Context: an optimization exercise on an open-source flow, tuned for small area, a short achievable clock period and few clock cycles. The choices shown serve that exercise and are no tape-out recipe. At most, simulation tests tie the RTL to the original design; equivalence was not proved.

Design ALU, start of the top module:
module ALU #(
    parameter DATA_W = 32
)
(
    input                       i_clk,    
    input                       i_rst_n,  
    input                       i_valid,  
    input [DATA_W - 1 : 0]      i_A,      
    input [DATA_W - 1 : 0]      i_B,      
    input [         2 : 0]      i_inst,   
    output [2*DATA_W - 1 : 0]   o_data,   
    output                      o_done    
);
Size in the first run: about 2,000 cells after synthesis, ~150 flip-flops.
export LEC_CHECK = 0
export CAP_MARGIN = 20
export CORE_MARGIN = 2
export CORE_UTILIZATION = 40
export SETUP_SLACK_MARGIN = 2.5
export SLEW_MARGIN = 20
create_clock -name core_clock -period 7.0 [get_ports {i_clk}]
run.sh (not shown) runs the stock make flow with config.mk's settings and CLKGATE_MAP_FILE= SYNTH_SCRIPT=/design/flow/synth_recipe.tcl, a recipe that flattens the netlist after the stock synthesis.
The starting point finished clean.
Change:
==> flow/flow/run.sh (new file) <==
#!/bin/bash
# The standard layout (the standard.sh: ORFS synthesis to final layout),
# with one ORFS setting changed: the port buffers are buf_2 cells instead of
# the resizer's default pick (a delay cell); every input and output port
# still gets a buffer.
set -euo pipefail
export BUFFER_PORTS_ARGS="-buffer_cell sky130_fd_sc_hd__buf_2"
bash standard.sh > standard.log 2>&1
==> flow/standard.sh (new file) <==
#!/bin/bash
# synth_recipe.tcl (not shown) runs the flow's synth.tcl, then flattens the netlist and writes it again
# the make line also repeats each setting of config.mk as NAME=value (left out here)
make -C /OpenROAD-flow-scripts/flow DESIGN_CONFIG=/design/flow/config.mk WORK_HOME=/design/flow/orfs CLKGATE_MAP_FILE= SYNTH_SCRIPT=/design/flow/synth_recipe.tcl "${@:-finish}"
removed: flow/run.sh
Core utilization decreases by 2.0 points. Fmax hardly moves. Global-route usage falls by 1.3 points. Worst setup slack gains 0.011 ns. Design area went down by a few percent. Via count decreases slightly.
No functional check of the RTL was part of any run of this note.

========
The RTL this note starts from:
==> flow/design.v <==
module ALU #(
    parameter DATA_W = 32
)
(
    input                       i_clk,    
    input                       i_rst_n,  
    input                       i_valid,  
    input [DATA_W - 1 : 0]      i_A,      
    input [DATA_W - 1 : 0]      i_B,      
    input [         2 : 0]      i_inst,   
    output [2*DATA_W - 1 : 0]   o_data,   
    output                      o_done    
);
    reg         s_ex, s_mul, s_mulf, s_div;
    reg         done;
    reg         y_hc;       
    reg         y_sx;       
    reg         y_dv;       
    reg         e_sum, e_slt, e_div;  
    reg         e_sub;      
    reg  [4:0]  cnt;
    reg  [31:0] hi, lo;     
    reg  [31:0] opb;        
    reg  [31:0] hc;         
    reg         cy;         
    reg         satf, sats; 
    reg         sltf;       
    wire        idle = ~(s_ex | s_mul | s_mulf | s_div);
    assign o_data = {hi, satf ? {sats, {31{~sats}}} : {lo[31:1], lo[0] | sltf}};
    assign o_done = done;
    wire [35:0] p0 = {4'd0, opb & {32{lo[0]}}};
    wire [35:0] p1 = {3'd0, opb & {32{lo[1]}}, 1'b0};
    wire [35:0] p2 = {2'd0, opb & {32{lo[2]}}, 2'b0};
    wire [35:0] p3 = {1'd0, opb & {32{lo[3]}}, 3'b0};
    wire [35:0] p4 = {4'd0, hi};
    wire [35:0] p5 = {4'd0, hc};
    wire [35:0] s1a = p0 ^ p1 ^ p2;
    wire [35:0] c1a = {((p0 & p1) | (p0 & p2) | (p1 & p2)), 1'b0};
    wire [35:0] s1b = p3 ^ p4 ^ p5;
    wire [35:0] c1b = {((p3 & p4) | (p3 & p5) | (p4 & p5)), 1'b0};
    wire [35:0] s2  = s1a ^ c1a ^ s1b;
    wire [35:0] c2  = {((s1a & c1a) | (s1a & s1b) | (c1a & s1b)), 1'b0};
    wire [35:0] s3  = s2 ^ c2 ^ c1b;
    wire [35:0] c3  = {((s2 & c2) | (s2 & c1b) | (c2 & c1b)), 1'b0};
    wire [4:0]  nib = {1'b0, s3[3:0]} + {1'b0, c3[3:0]} + {4'd0, cy};
    wire [31:0] xa    = hi;
    wire        xs    = y_sx & hi[31];
    wire [31:0] ya    = opb;
    wire        ys    = (y_sx & opb[31]) | y_dv;
    wire        ac    = y_dv | e_sub | (y_hc & cy);
    wire [32:0] sum;
    pfx_add #(33) u_add (.a({xs, xa}), .b({ys, ya}), .c(ac), .s(sum));
    integer k;
    reg  [31:0] brev;
    always @(*) for (k = 0; k < 32; k = k + 1) brev[k] = opb[31-k];
    wire [31:0] shin  = s_ex ? brev : i_A;
    wire [4:0]  shamt = s_ex ? cnt : i_B[4:0];
    wire        fill  = s_ex | i_A[31];    
    wire [63:0] shx   = {{32{fill}}, shin} >> shamt;
    reg  [31:0] bnorm;
    always @(*) for (k = 0; k < 32; k = k + 1) bnorm[k] = shx[31-k];
    wire        bbig  = |i_B[31:5];
    wire [31:0] sra   = bbig ? {32{i_A[31]}} : shx[31:0];
    wire [4:0]  clzb, clza;
    clz32 u_clzb (.x(i_B), .n(clzb));
    clz32 u_clza (.x(i_A), .n(clza));
    wire        bzero = ~|i_B;
    wire [4:0]  dlz   = clzb - clza;
    wire        aless = clza > clzb;        
    wire        dp0   = clza == clzb;       
    wire        dnow  = bzero | aless;      
    wire        op_as  = (i_inst == 3'd0) | (i_inst == 3'd1);
    wire        op_sub = (i_inst == 3'd1) | (i_inst == 3'd4);
    wire        op_lo  = (i_inst == 3'd2) | (i_inst == 3'd3) | (i_inst == 3'd5);  
    wire        op_mul = (i_inst == 3'd6);
    wire        op_div = (i_inst == 3'd7);
    reg  [31:0] lo_iss;
    always @(*) begin
        case (i_inst)
            3'd2:    lo_iss = i_A & i_B;
            3'd3:    lo_iss = i_A | i_B;
            3'd5:    lo_iss = sra;
            3'd7:    lo_iss = bzero ? 32'h7fffffff : 32'd0;
            default: lo_iss = i_A;
        endcase
    end
    wire        last  = (cnt == 5'd0);
    wire        rneg  = sum[32];
    wire        q     = ~sum[32];           
    wire        ovf   = sum[32] ^ sum[31];
    wire        go      = idle & i_valid;
    wire        n_ex    = go & ~op_lo & ~op_mul & ~(op_div & (dnow | dp0));
    wire        n_mul   = (go & op_mul) | (s_mul & ~last);
    wire        n_mulf  = s_mul & last;
    wire        n_div   = (go & op_div & ~dnow & dp0) | (s_ex & e_div) | (s_div & ~last);
    wire        n_exdiv = go & op_div & ~dnow & ~dp0;    
    wire        n_done  = (go & (op_lo | (op_div & dnow))) | (s_ex & ~e_div) |
                          s_mulf | (s_div & last);
    always @(posedge i_clk or negedge i_rst_n) begin
        if (!i_rst_n) begin
            s_ex   <= 1'b0;
            s_mul  <= 1'b0;
            s_mulf <= 1'b0;
            s_div  <= 1'b0;
            done   <= 1'b0;
        end else begin
            s_ex   <= n_ex;
            s_mul  <= n_mul;
            s_mulf <= n_mulf;
            s_div  <= n_div;
            done   <= n_done;
        end
    end
    always @(posedge i_clk) begin
        y_hc  <= n_mulf;
        y_sx  <= n_ex & ~op_div;
        y_dv  <= n_div;
        cy    <= idle ? 1'b0 : nib[4];
        e_sum <= op_as;
        e_slt <= (i_inst == 3'd4);
        e_div <= op_div;
        e_sub <= idle & op_sub;
        hc   <= idle ? 32'd0 : c3[35:4];
        cnt  <= idle ? (i_inst[0] ? dlz : 5'd7) : s_ex ? cnt : cnt - 5'd1;
        satf <= s_ex & e_sum & ovf;
        sats <= rneg;
        sltf <= s_ex & e_slt & rneg;
        hi <= ({32{idle & (op_as | op_sub | op_div)}} & i_A) |
              ({32{s_mul}} & s3[35:4]) |
              ({32{s_ex & e_div}} & hi) |
              ({32{s_mulf | (s_div & q)}} & sum[31:0]) |
              ({32{s_div & ~q}} & hi);
        if (idle)        lo <= lo_iss;
        else if (s_ex)   lo <= {32{e_sum}} & sum[31:0];
        else if (s_mul)  lo <= {nib[3:0], lo[31:4]};
        else if (s_div)  lo <= {lo[30:0], q};
        if (idle)        opb <= i_B ^ {32{op_sub | op_div}};
        else if (s_ex)   opb <= bnorm;
        else if (s_mul & last) opb <= c3[35:4];      
        else if (s_div)  opb <= {1'b1, opb[31:1]};
    end
endmodule
module pfx_add #(parameter N = 36) (
    input  [N-1:0] a,
    input  [N-1:0] b,
    input          c,
    output [N-1:0] s
);
    localparam L = (N < 16) ? 4 : (N < 32) ? 5 : (N < 64) ? 6 : 7;
    wire [N:0] g [0:L];
    wire [N:0] p [0:L];
    assign g[0] = {a & b, c};
    assign p[0] = {a ^ b, 1'b0};
    genvar i, j;
    generate
        for (i = 0; i < L; i = i + 1) begin : lv
            for (j = 0; j <= N; j = j + 1) begin : bt
                if (j >= (1 << i)) begin : m
                    assign g[i+1][j] = g[i][j] | (p[i][j] & g[i][j - (1 << i)]);
                    assign p[i+1][j] = p[i][j] & p[i][j - (1 << i)];
                end else begin : t
                    assign g[i+1][j] = g[i][j];
                    assign p[i+1][j] = p[i][j];
                end
            end
        end
    endgenerate
    assign s = p[0][N:1] ^ g[L][N-1:0];
endmodule
module clz32 (
    input  [31:0] x,
    output [4:0]  n
);
    wire [7:0]  z;           
    wire [15:0] c;           
    genvar i;
    generate
        for (i = 0; i < 8; i = i + 1) begin : nb
            wire [3:0] v = x[4*i+3:4*i];
            assign z[i] = ~|v;
            assign c[2*i+1:2*i] = v[3] ? 2'd0 : v[2] ? 2'd1 : v[1] ? 2'd2 : 2'd3;
        end
    endgenerate
    wire [3:0]  zb;
    wire [11:0] cb;
    generate
        for (i = 0; i < 4; i = i + 1) begin : by
            assign zb[i] = z[2*i+1] & z[2*i];
            assign cb[3*i+2:3*i] = z[2*i+1] ? {1'b1, c[4*i+1:4*i]} : {1'b0, c[4*i+3:4*i+2]};
        end
    endgenerate
    wire [1:0]  zh;
    wire [7:0]  ch;
    generate
        for (i = 0; i < 2; i = i + 1) begin : hw
            assign zh[i] = zb[2*i+1] & zb[2*i];
            assign ch[4*i+3:4*i] = zb[2*i+1] ? {1'b1, cb[6*i+2:6*i]} : {1'b0, cb[6*i+5:6*i+3]};
        end
    endgenerate
    assign n = zh[1] ? {1'b1, ch[3:0]} : {1'b0, ch[7:4]};
endmodule
Settings: LEC_CHECK=0, CAP_MARGIN=20, CORE_MARGIN=2, CORE_UTILIZATION=40, SETUP_SLACK_MARGIN=3.3, SLEW_MARGIN=20, TNS_END_PERCENT=10; clock period 7.0 ns.
standard.sh (not shown) runs the stock make flow with config.mk's settings and CLKGATE_MAP_FILE= SYNTH_SCRIPT=/design/flow/synth_recipe.tcl, a recipe that flattens the netlist after the stock synthesis.
==> flow/flow/run.sh <==
#!/bin/bash
# The standard layout (the standard.sh: ORFS synthesis to final layout),
# with one ORFS setting changed: the port buffers are buf_2 cells instead of
# the resizer's default pick (a delay cell); every input and output port
# still gets a buffer.
set -euo pipefail
export BUFFER_PORTS_ARGS="-buffer_cell sky130_fd_sc_hd__buf_2"
bash standard.sh > standard.log 2>&1
Testbench counts at the start, summed over its fixed seeds: cycles 9,458.
Next try:
GPL_TIMING_DRIVEN = 0   (was not set)
TNS_END_PERCENT = not set   (was 10)
Cell area climbs by a little under a tenth; wire length climbs by about a fifth; final cell count climbs by a few percent; first-iteration DRC count climbs by about a fifth; core utilization climbs by 3.2 points.

========
RTL: the design.v shown in full above, as it stands there.
export LEC_CHECK = 0
export CAP_MARGIN = 20
export CORE_MARGIN = 2
export CORE_UTILIZATION = 40
export SETUP_SLACK_MARGIN = 3.3
export SLEW_MARGIN = 20
create_clock -name core_clock -period 7.0 [get_ports {i_clk}]
==> flow/flow/run.sh <==
#!/bin/bash
# The standard layout (the standard.sh: ORFS synthesis to final layout),
# with one ORFS setting changed: the port buffers are buf_1 cells instead of
# the resizer's default pick (a delay cell); every input and output port
# still gets a buffer.
set -euo pipefail
export BUFFER_PORTS_ARGS="-buffer_cell sky130_fd_sc_hd__buf_1"
bash standard.sh > standard.log 2>&1
The first run passed the timing, design-rule and antenna checks.
Testbench counts at the start, summed over its fixed seeds: cycles 9,458.
==> next run, changes <==
==> flow/flow/run.sh (replaced) <==
#!/bin/bash
# The standard layout (the standard.sh: ORFS synthesis to final layout),
# with one ORFS setting changed: the port buffers are buf_2 cells instead of
# the resizer's default pick (a delay cell); every input and output port
# still gets a buffer.
set -euo pipefail
export BUFFER_PORTS_ARGS="-buffer_cell sky130_fd_sc_hd__buf_2"
bash standard.sh > standard.log 2>&1
--- a/flow/config.mk
+++ b/flow/config.mk
@@ -10,3 +10,3 @@
 export CORE_UTILIZATION = 40
-export SETUP_SLACK_MARGIN = 3.3
+export SETUP_SLACK_MARGIN = 3.0
 export SLEW_MARGIN = 20
=> The new run finished clean; wire length goes down by about 6%; sequential share of layout area goes up by 0.87 points; clock skew goes up by 10 ps; final area goes down by 4.5%; synthesized cell count stays the same; utilization goes down by 2.1 points; non-clock buffer count goes down by 88; final cell count goes down by 3.2%.
==> next run, changes <==
--- a/flow/config.mk
+++ b/flow/config.mk
@@ -7,2 +7,3 @@
 export LEC_CHECK = 0
+export ABC_AREA = 1
 export CAP_MARGIN = 20
@@ -10,3 +11,3 @@
 export CORE_UTILIZATION = 40
-export SETUP_SLACK_MARGIN = 3.0
+export SETUP_SLACK_MARGIN = 3.3
 export SLEW_MARGIN = 20
What happened: Worst setup slack gets better by 260 ps; register-to-register slack gets better by 240 ps; count of clock-buffer cells in the layout is unchanged; cell area rose by 6.0%; cell count increases by 34%; non-clock buffer count climbs by 27; routed wire length goes up by 23%; fmax grows by 7.0%.

========
// ALU: RTL as listed in full above, without the edits since
==> flow/config.mk <==
export PLATFORM = sky130hd
export DESIGN_NAME = ALU
export DESIGN_NICKNAME = ALU
export VERILOG_FILES = /design/flow/design.v
export SDC_FILE = /design/flow/constraint.sdc
export NUM_CORES = 4
export LEC_CHECK = 0
export CAP_MARGIN = 20
export CORE_MARGIN = 2
export CORE_UTILIZATION = 40
export PLACE_DENSITY = 0.7
export SETUP_SLACK_MARGIN = 3.3
export SLEW_MARGIN = 20
==> flow/constraint.sdc <==
create_clock -name core_clock -period 7.0 [get_ports {i_clk}]
set_input_delay 1.4000 -clock core_clock [delete_from_list [all_inputs] [get_ports {i_clk}]]
set_output_delay 1.4000 -clock core_clock [all_outputs]
set_load 0.01 [all_outputs]
==> flow/flow/run.sh <==
#!/bin/bash
# The standard layout (the standard.sh: ORFS synthesis to final layout),
# with one ORFS setting changed: the port buffers are buf_2 cells instead of
# the resizer's default pick (a delay cell); every input and output port
# still gets a buffer.
set -euo pipefail
export BUFFER_PORTS_ARGS="-buffer_cell sky130_fd_sc_hd__buf_2"
bash standard.sh > standard.log 2>&1
Testbench counts at the start, summed over its fixed seeds: cycles 9,458.
Edit:
- PLACE_DENSITY: 0.7 -> unset
- SYNTH_HIERARCHICAL: unset -> 1
The new run passed the timing, design-rule and antenna checks.
Global-route usage increases by 3.9 points.
Via count is higher slightly.
Core utilization goes down by 0.34 points.
Sequential share of layout area barely changes.
Worst setup slack got worse by 41 ps.
Clock-buffer cell count came out lower by 1.
Die area came out higher slightly.
Critical path depth falls by 11.
Cell area went down slightly.
Final cell count barely changes.
Edit:
- SETUP_SLACK_MARGIN: 3.3 -> 3.6
- SYNTH_HIERARCHICAL: 1 -> unset
Result: The changed run produced a clean layout. Non-clock buffer count is higher by 98. Synthesized area drops by 0.39%. Final area is higher by about 9%. Wire length came out lower by 4.5%.

========
Setup of yarrow:
Starts from the design.v that is shown in full above.
Settings: LEC_CHECK=0, CAP_MARGIN=20, CORE_MARGIN=2, CORE_UTILIZATION=55, SETUP_SLACK_MARGIN=3.0, SLEW_MARGIN=20; clock period 7.0 ns.
Scripts as last shown in full above: flow/flow/run.sh
yarrow completed every stage of the flow, and the final layout passed the timing, design-rule and antenna checks.
Testbench counts of yarrow, summed over its fixed seeds: cycles 9,458.
[inputs] nickel vs yarrow
# yarrow
export LEC_CHECK = 0
export CAP_MARGIN = 20
export CORE_MARGIN = 2
export CORE_UTILIZATION = 55
export SETUP_SLACK_MARGIN = 3.0
export SLEW_MARGIN = 20
create_clock -name core_clock -period 7.0 [get_ports {i_clk}]
# nickel
export LEC_CHECK = 0
export CAP_MARGIN = 20
export CORE_MARGIN = 2
export CORE_UTILIZATION = 40
export SETUP_SLACK_MARGIN = 2.7
export SLEW_MARGIN = 20
create_clock -name core_clock -period 7.0 [get_ports {i_clk}]
==> comparison <==
Summary — floorplan row count, nickel relative to yarrow: higher, by about 17%.
Width of the die ended up 31 µm higher on nickel than on yarrow.
Between nickel and yarrow, the difference in clock-pin slew of the registers on the worst-case setup and hold paths is negligible.
Summary of the comparison: number of clock buffers in the layout is higher in nickel, relative to yarrow.
Looking at number of tap instances, nickel sits 183 above yarrow.
Weighted congestion at the end of routability-driven global placement: higher on yarrow
Delta(final setup slack of the worst path, nickel - yarrow) < 0
On first-pass GRT wire length, the higher figure sits with nickel, not yarrow.
The following lists how fjord was set up differently from nickel:
# nickel
export LEC_CHECK = 0
export CAP_MARGIN = 20
export CORE_MARGIN = 2
export CORE_UTILIZATION = 40
export SETUP_SLACK_MARGIN = 2.7
export SLEW_MARGIN = 20
create_clock -name core_clock -period 7.0 [get_ports {i_clk}]
# fjord
export LEC_CHECK = 0
export CAP_MARGIN = 20
export CORE_MARGIN = 2
export CORE_UTILIZATION = 40
export CTS_BUF_LIST = sky130_fd_sc_hd__clkbuf_4 sky130_fd_sc_hd__clkbuf_8
export SETUP_SLACK_MARGIN = 3.3
export SLEW_MARGIN = 20
create_clock -name core_clock -period 7.0 [get_ports {i_clk}]
==> summary.txt <==
Compared fjord vs nickel, and number of setup buffers added after CTS is up in fjord.
Against nickel as the reference, fjord delivers a lower critical path depth.

[afterwards: timing with drivers on the ports]
No port has a modelled driver above. Below, the same layouts with a new extraction and two added sets of constraints. Step 1 (the two cells are an assumption about what drives the block):
set clk [get_ports {i_clk}]
set_driving_cell -lib_cell sky130_fd_sc_hd__clkbuf_16 $clk
set_driving_cell -lib_cell sky130_fd_sc_hd__buf_2 [delete_from_list [all_inputs] $clk]
Step 2, shift: input delay + t, output delay - t, t = (earliest + latest rising clock arrival at the registers) / 2. This alone moves slack from input paths to output paths. Slacks: no drivers / after step 1 / after step 2; pairs: no drivers / after step 1.
run | t, ns | setup slack, ns | hold WS [ns]
the first run of note 1 | 0.540 | 2.604 / 2.620 / 2.093 | 0.613 / 0.613 / 0.613
the second run of note 1 | 0.540 | 2.615 / 2.656 / 2.116 | 0.602 / 0.602 / 0.602
the first run of note 2 | 0.506 | 3.060 / 3.060 / 2.672 | 0.546 / 0.546 / 0.546
the second run of note 2 | 0.523 | 3.124 / 3.124 / 2.601 | 0.561 / 0.561 / 0.561
the first run of note 3 | 0.510 | 3.259 / 3.291 / 2.780 | 0.542 / 0.542 / 0.542
the second run of note 3 | 0.501 | 3.054 / 3.066 / 2.583 | 0.547 / 0.547 / 0.547
the third run of note 3 | 0.542 | 3.310 / 3.310 / 2.832 | 0.524 / 0.524 / 0.524
the first run of note 4 | 0.493 | 3.229 / 3.220 / 2.727 | 0.539 / 0.539 / 0.539
the second run of note 4 | 0.538 | 3.188 / 3.188 / 2.756 | 0.480 / 0.480 / 0.480
the third run of note 4 | 0.513 | 3.232 / 3.266 / 2.753 | 0.572 / 0.572 / 0.572
yarrow | 0.516 | 3.006 / 3.043 / 2.527 | 0.475 / 0.475 / 0.475
nickel | 0.514 | 2.729 / 2.766 / 2.252 | 0.466 / 0.466 / 0.466
fjord | 0.546 | 3.160 / 3.160 / 2.677 | 0.570 / 0.570 / 0.570
After both steps every run listed still meets setup and hold. The setup slack of the second run of note 2, which loses most, moves by 0.000 ns with the drivers and by -0.523 ns with both steps.
